Background: an optimization exercise with open tools, aiming at small area. Do not read the settings as production practice.
Where RTL was checked, it was by simulation tests only, not by an equivalence proof against the original.
Power and IR drop assume default switching activity.

== main ==
==> flow/design.v (excerpt) <==
module Basys3_Abacus_Top(
    input clk,
    input rst,
    input btnC,
    input btnR,
    input btnU,
    input [15:0] sw,
    output [6:0] seg,
    output dp,
    output [3:0] an,
    output [15:0] led
);
reg [4:0] c;
reg [6:0] u;
always @(posedge clk) begin
    if (rst) c <= 5'd0;
    else c <= c + 5'd1;
end
always @(posedge clk) begin
    if (rst) u <= 7'b0000001;
    else if (c[2:0] == 3'd7) u <= (u == 7'b1110000) ? 7'b0000001 : {u[5:0], u[6] ^ u[5]};
end
wire slow_tick = (c == 5'd16);    
wire deb_new   = (c == 5'd17);    
wire set_pulse = (c == 5'd18);    
wire sec_tick  = (u == 7'b1000100) && (c[2:0] == 3'd4);    
reg [1:0] qc, qr, qu;
reg qc3, qr3, qu3;
always @(posedge clk) begin
    if (rst) begin
        qc <= 2'd0; qr <= 2'd0; qu <= 2'd0;
    end else if (slow_tick) begin
        qc <= {qc[0], btnC};
        qr <= {qr[0], btnR};
        qu <= {qu[0], btnU};
    end
end
always @(posedge clk) begin
    if (slow_tick) begin
        qc3 <= qc[1]; qr3 <= qr[1]; qu3 <= qu[1];
    end
end
wire degC = qc[1] & ~qc3;
wire degR = qr[1] & ~qr3;
wire degU = qu[1] & ~qu3;
wire set_time_mode = sw[1] & ~sw[0];
reg sel;
always @(posedge clk) begin
    if (rst) sel <= 1'b0;
    else if (degR & deb_new) sel <= ~sel;
end
wire sel_prev = sel ^ degR;
wire set_minutes = set_pulse & degU & sel_prev;
wire set_hours   = set_pulse & degU & ~sel_prev;
reg [5:0] sec, mn;
  ...
Size: ~360 cells after synthesis, about 3100 sq um of cells after synthesis.
==> module Basys3_Abacus_Top, before the edit <==
module Basys3_Abacus_Top(
    input clk,
    input rst,
    input btnC,
    input btnR,
    input btnU,
    input [15:0] sw,
    output [6:0] seg,
    output dp,
    output [3:0] an,
    output [15:0] led
);
reg [4:0] c;
reg [6:0] u;
always @(posedge clk) begin
    if (rst) c <= 5'd0;
    else c <= c + 5'd1;
end
always @(posedge clk) begin
    if (rst) u <= 7'b0000001;
    else if (c[2:0] == 3'd7) u <= (u == 7'b1110000) ? 7'b0000001 : {u[5:0], u[6] ^ u[5]};
end
wire slow_tick = (c == 5'd16);    
wire deb_new   = (c == 5'd17);    
wire set_pulse = (c == 5'd18);    
wire sec_tick  = (u == 7'b1000100) && (c[2:0] == 3'd4);    
reg [1:0] qc, qr, qu;
reg qc3, qr3, qu3;
always @(posedge clk) begin
    if (rst) begin
        qc <= 2'd0; qr <= 2'd0; qu <= 2'd0;
    end else if (slow_tick) begin
        qc <= {qc[0], btnC};
        qr <= {qr[0], btnR};
        qu <= {qu[0], btnU};
    end
end
always @(posedge clk) begin
    if (slow_tick) begin
        qc3 <= qc[1]; qr3 <= qr[1]; qu3 <= qu[1];
    end
end
wire degC = qc[1] & ~qc3;
wire degR = qr[1] & ~qr3;
wire degU = qu[1] & ~qu3;
wire set_time_mode = sw[1] & ~sw[0];
reg sel;
always @(posedge clk) begin
    if (rst) sel <= 1'b0;
    else if (degR & deb_new) sel <= ~sel;
end
wire sel_prev = sel ^ degR;
wire set_minutes = set_pulse & degU & sel_prev;
wire set_hours   = set_pulse & degU & ~sel_prev;
reg [5:0] sec, mn;
reg [4:0] hr;
reg sec_roll, mn_roll, mn_prev, hr_prev;
always @(posedge clk) begin
    if (rst) begin
        sec <= 6'd0; sec_roll <= 1'b0;
    end else if (sec_tick) begin
        if (sec == 6'd59) begin sec <= 6'd0; sec_roll <= 1'b1; end
        else begin sec <= sec + 6'd1; sec_roll <= 1'b0; end
    end
end
wire mn_inc = set_time_mode ? set_minutes : sec_roll;
wire mn_tick = mn_inc & ~mn_prev;
always @(posedge clk) mn_prev <= mn_inc;
always @(posedge clk) begin
    if (rst) begin
        mn <= 6'd0; mn_roll <= 1'b0;
    end else begin
        if (mn_tick) begin
            if (mn == 6'd59) begin mn <= 6'd0; mn_roll <= 1'b1; end
            else begin mn <= mn + 6'd1; mn_roll <= 1'b0; end
        end
    end
end
wire hr_inc = set_time_mode ? set_hours : mn_roll;
wire hr_tick = hr_inc & ~hr_prev;
always @(posedge clk) hr_prev <= hr_inc;
always @(posedge clk) begin
    if (rst) begin
        hr <= 5'd0;
    end else begin
        if (hr_tick) hr <= (hr == 5'd23) ? 5'd0 : hr + 5'd1;
    end
end
assign led = {16{(mn == sw[9:4]) && ({1'b0, hr} == sw[15:10])}};
reg run;
always @(posedge clk) begin
    if (rst) run <= 1'b0;
    else if (degC & deb_new) run <= ~run;
end
wire sw_en = ~sw[1] & sw[0] & run;
reg [2:0] dcnt;
reg dtmp;
always @(posedge clk) begin
    if (rst) begin
        dcnt <= 3'd0; dtmp <= 1'b0;
    end else if (sw_en) begin
        if (dcnt == 3'd7) dcnt <= 3'd1;
        else if (dcnt == 3'd4) begin dcnt <= dtmp ? 3'd0 : 3'd7; dtmp <= ~dtmp; end
        else dcnt <= dcnt + 3'd1;
    end else if (dcnt == 3'd7) dcnt <= 3'd0;
end
wire ms_tick = (dcnt == 3'd7);
reg [6:0] ms, ss;
reg ss_tick;
always @(posedge clk) begin
    if (rst || degR) begin
        ms <= 7'd0; ss_tick <= 1'b0;
    end else begin
        ss_tick <= ms_tick && (ms == 7'd99);
        if (ms_tick) ms <= (ms == 7'd99) ? 7'd0 : ms + 7'd1;
    end
end
always @(posedge clk) begin
    if (rst || degR) ss <= 7'd0;
    else if (ss_tick) ss <= (ss == 7'd99) ? 7'd0 : ss + 7'd1;
end
wire [1:0] s = c[3:2];
reg [6:0] v;
always @(*) begin
    case (sw[1:0])
        2'b01: v = s[1] ? ss : ms;
        2'b11: v = 7'd0;
        default: v = btnC ? (s[1] ? 7'd0 : {1'b0, sec}) : (s[1] ? {2'b0, hr} : {1'b0, mn});
    endcase
end
wire [3:0] tens = v / 7'd10;
wire [3:0] ones = v % 7'd10;
reg [3:0] digit;
always @(posedge clk) begin
    if (rst) digit <= 4'd0;
    else digit <= s[0] ? tens : ones;
end
wire [6:0] a_to_g;
assign a_to_g[0] = (digit[0] & ~digit[1] & ~digit[2] & ~digit[3]) | (~digit[0] & ~digit[1] & digit[2]);
assign a_to_g[1] = (digit[0] & ~digit[1] & digit[2]) | (~digit[0] & digit[1] & digit[2]);
assign a_to_g[2] = (~digit[0] & digit[1] & ~digit[2]);
assign a_to_g[3] = (digit[0] & ~digit[1] & ~digit[2] & ~digit[3]) | (~digit[0] & ~digit[1] & digit[2]) | (digit[0] & digit[1] & digit[2]);
assign a_to_g[4] = (digit[0]) | (~digit[1] & digit[2]);
assign a_to_g[5] = (digit[0] & ~digit[2] & ~digit[3]) | (digit[1] & ~digit[2]) | (digit[0] & digit[1]);
assign a_to_g[6] = (~digit[1] & ~digit[2] & ~digit[3]) | (digit[0] & digit[1] & digit[2]);
assign seg = a_to_g;
assign dp = 1'b1;
assign an = ~(4'b0001 << s);
endmodule
clock: 10.0 ns
lec_check: 0
abc_area: 1
cap_margin: 20
core_margin: 2
core_utilization: 75
place_density: 0.95
slew_margin: 20
standard.sh (not shown) runs the stock make flow with config.mk's settings and CLKGATE_MAP_FILE= SYNTH_SCRIPT=/design/flow/synth_recipe.tcl, a recipe that flattens the netlist after the stock synthesis.
==> flow/flow/run.sh <==
#!/bin/bash
# Own layout flow: the standard synthesis, then the combinational logic re-mapped for
# area (registers untouched, equivalence proven by Yosys), then the standard layout.
set -euo pipefail
W=$PWD
R=$W/orfs/results/${FLOW_PLATFORM:-sky130hd}/Basys3_Abacus_Top/base
bash standard.sh synth > $W/standard_synth.log 2>&1
cp $R/1_2_yosys.v $W/std_netlist.v
if bash flow/reopt.sh $W/std_netlist.v $W/reopt_netlist.v $W/reopt > $W/reopt.log 2>&1 \
   && grep -q "Equivalence successfully proven" $W/reopt/equiv_yosys.log \
   && ! grep -q '\$' $W/reopt/reopt_stat.txt \
   && [[ ! -s $W/reopt/regs.diff ]]; then
  echo "using the re-mapped netlist" >> $W/reopt.log
  cp $W/reopt_netlist.v $R/1_2_yosys.v
  rm -f $R/1_synth.odb $R/1_synth.sdc
else
  echo "keeping the standard netlist" >> $W/reopt.log
fi
if [[ -f flow/cts_args ]]; then
  export CTS_ARGS="$(cat flow/cts_args)"
fi
if [[ -f flow/port_buffer ]]; then
  export BUFFER_PORTS_ARGS="-buffer_cell $(cat flow/port_buffer)"
fi
bash standard.sh finish > $W/standard_finish.log 2>&1
Other scripts of this flow, unchanged in this note and not shown: flow/flow/area.abc, flow/flow/cts_args, flow/flow/dont_use.txt, flow/flow/port_buffer, flow/flow/reopt.sh
main went all the way through synthesis, placement and routing and the layout is clean on timing, DRC and antenna.
What the feature branch does differently from main at the input level:
-- flow/design.v --
<<< main, line 96
wire sw_en = ~sw[1] & sw[0] & run;
reg [2:0] dcnt;
reg dtmp;
always @(posedge clk) begin
    if (rst) begin
        dcnt <= 3'd0; dtmp <= 1'b0;
    end else if (sw_en) begin
        if (dcnt == 3'd7) dcnt <= 3'd1;
        else if (dcnt == 3'd4) begin dcnt <= dtmp ? 3'd0 : 3'd7; dtmp <= ~dtmp; end
        else dcnt <= dcnt + 3'd1;
    end else if (dcnt == 3'd7) dcnt <= 3'd0;
end
wire ms_tick = (dcnt == 3'd7);
reg [6:0] ms, ss;
reg ss_tick;
always @(posedge clk) begin
    if (rst || degR) begin
        ms <= 7'd0; ss_tick <= 1'b0;
    end else begin
        ss_tick <= ms_tick && (ms == 7'd99);
        if (ms_tick) ms <= (ms == 7'd99) ? 7'd0 : ms + 7'd1;
    end
end
always @(posedge clk) begin
    if (rst || degR) ss <= 7'd0;
>>> the feature branch, line 96
wire sw_en = ~sw[1] & sw[0] & run;
reg [2:0] dcnt;
reg dtmp, dq;
always @(posedge clk) begin
    if (rst) begin
        dcnt <= 3'd0; dtmp <= 1'b0;
    end else begin
        if (sw_en) begin
            if (dcnt == 3'd4) begin dcnt <= 3'd0; dtmp <= ~dtmp; end
            else dcnt <= dcnt + 3'd1;
        end
    end
end
always @(posedge clk) dq <= dtmp;
wire ms_tick = dtmp & ~dq;
reg [6:0] ms, ss;
reg ms_roll, ss_prev;
always @(posedge clk) begin
    if (rst || degR) begin
        ms <= 7'd0; ms_roll <= 1'b0;
    end else if (ms_tick) begin
        if (ms == 7'd99) begin ms <= 7'd0; ms_roll <= 1'b1; end
        else begin ms <= ms + 7'd1; ms_roll <= 1'b0; end
    end
end
always @(posedge clk) begin
    ss_prev <= ms_roll;
end
wire ss_tick = ms_roll & ~ss_prev;
always @(posedge clk) begin
    if (rst || degR) ss <= 7'd0;
## What came out
- Total power on the feature branch is ahead of main.
- Relative to main, headroom to the max-slew limit has gone down in the feature branch.
- Compared with main, the feature branch shows a final worst hold slack that is 0.073 ns lower.
- The static leakage power of the feature branch falls short of that of main by about 2.2%.
- In the feature branch the number of cells produced by synthesis turned out 2 lower than in main.
- Final weighted congestion of routability-driven global placement, the feature branch vs main: up slightly
- On overall fraction of global-route tracks in use, the lower figure sits with main, not the feature branch.
Function not checked in the feature branch: the RTL went through the layout flow alone.

==> port drivers added, routing unchanged <==
The results above use ideal ports. As a check the final layouts listed here were re-extracted and re-timed, cells and wires unchanged.
Step 1 sets driving cells, clkbuf_16 on the clock port and buf_2 on the other inputs (assumed; they add their load-dependent delay and slew).
Step 2 also shifts input and output timing later by t, the mid clock arrival at the registers, as if the neighbouring blocks saw the same clock.
a / b / c = ideal / step 1 / step 2; a / b = the first two.
run | shift t [ns] | setup slack, ns | worst data-port slew with drivers (ns)
main | 0.430 | 4.582 / 4.562 / 4.562 | 0.04
the feature branch | 0.441 | 4.368 / 4.348 / 4.348 | 0.04
After both steps setup and hold are still met in every run listed.
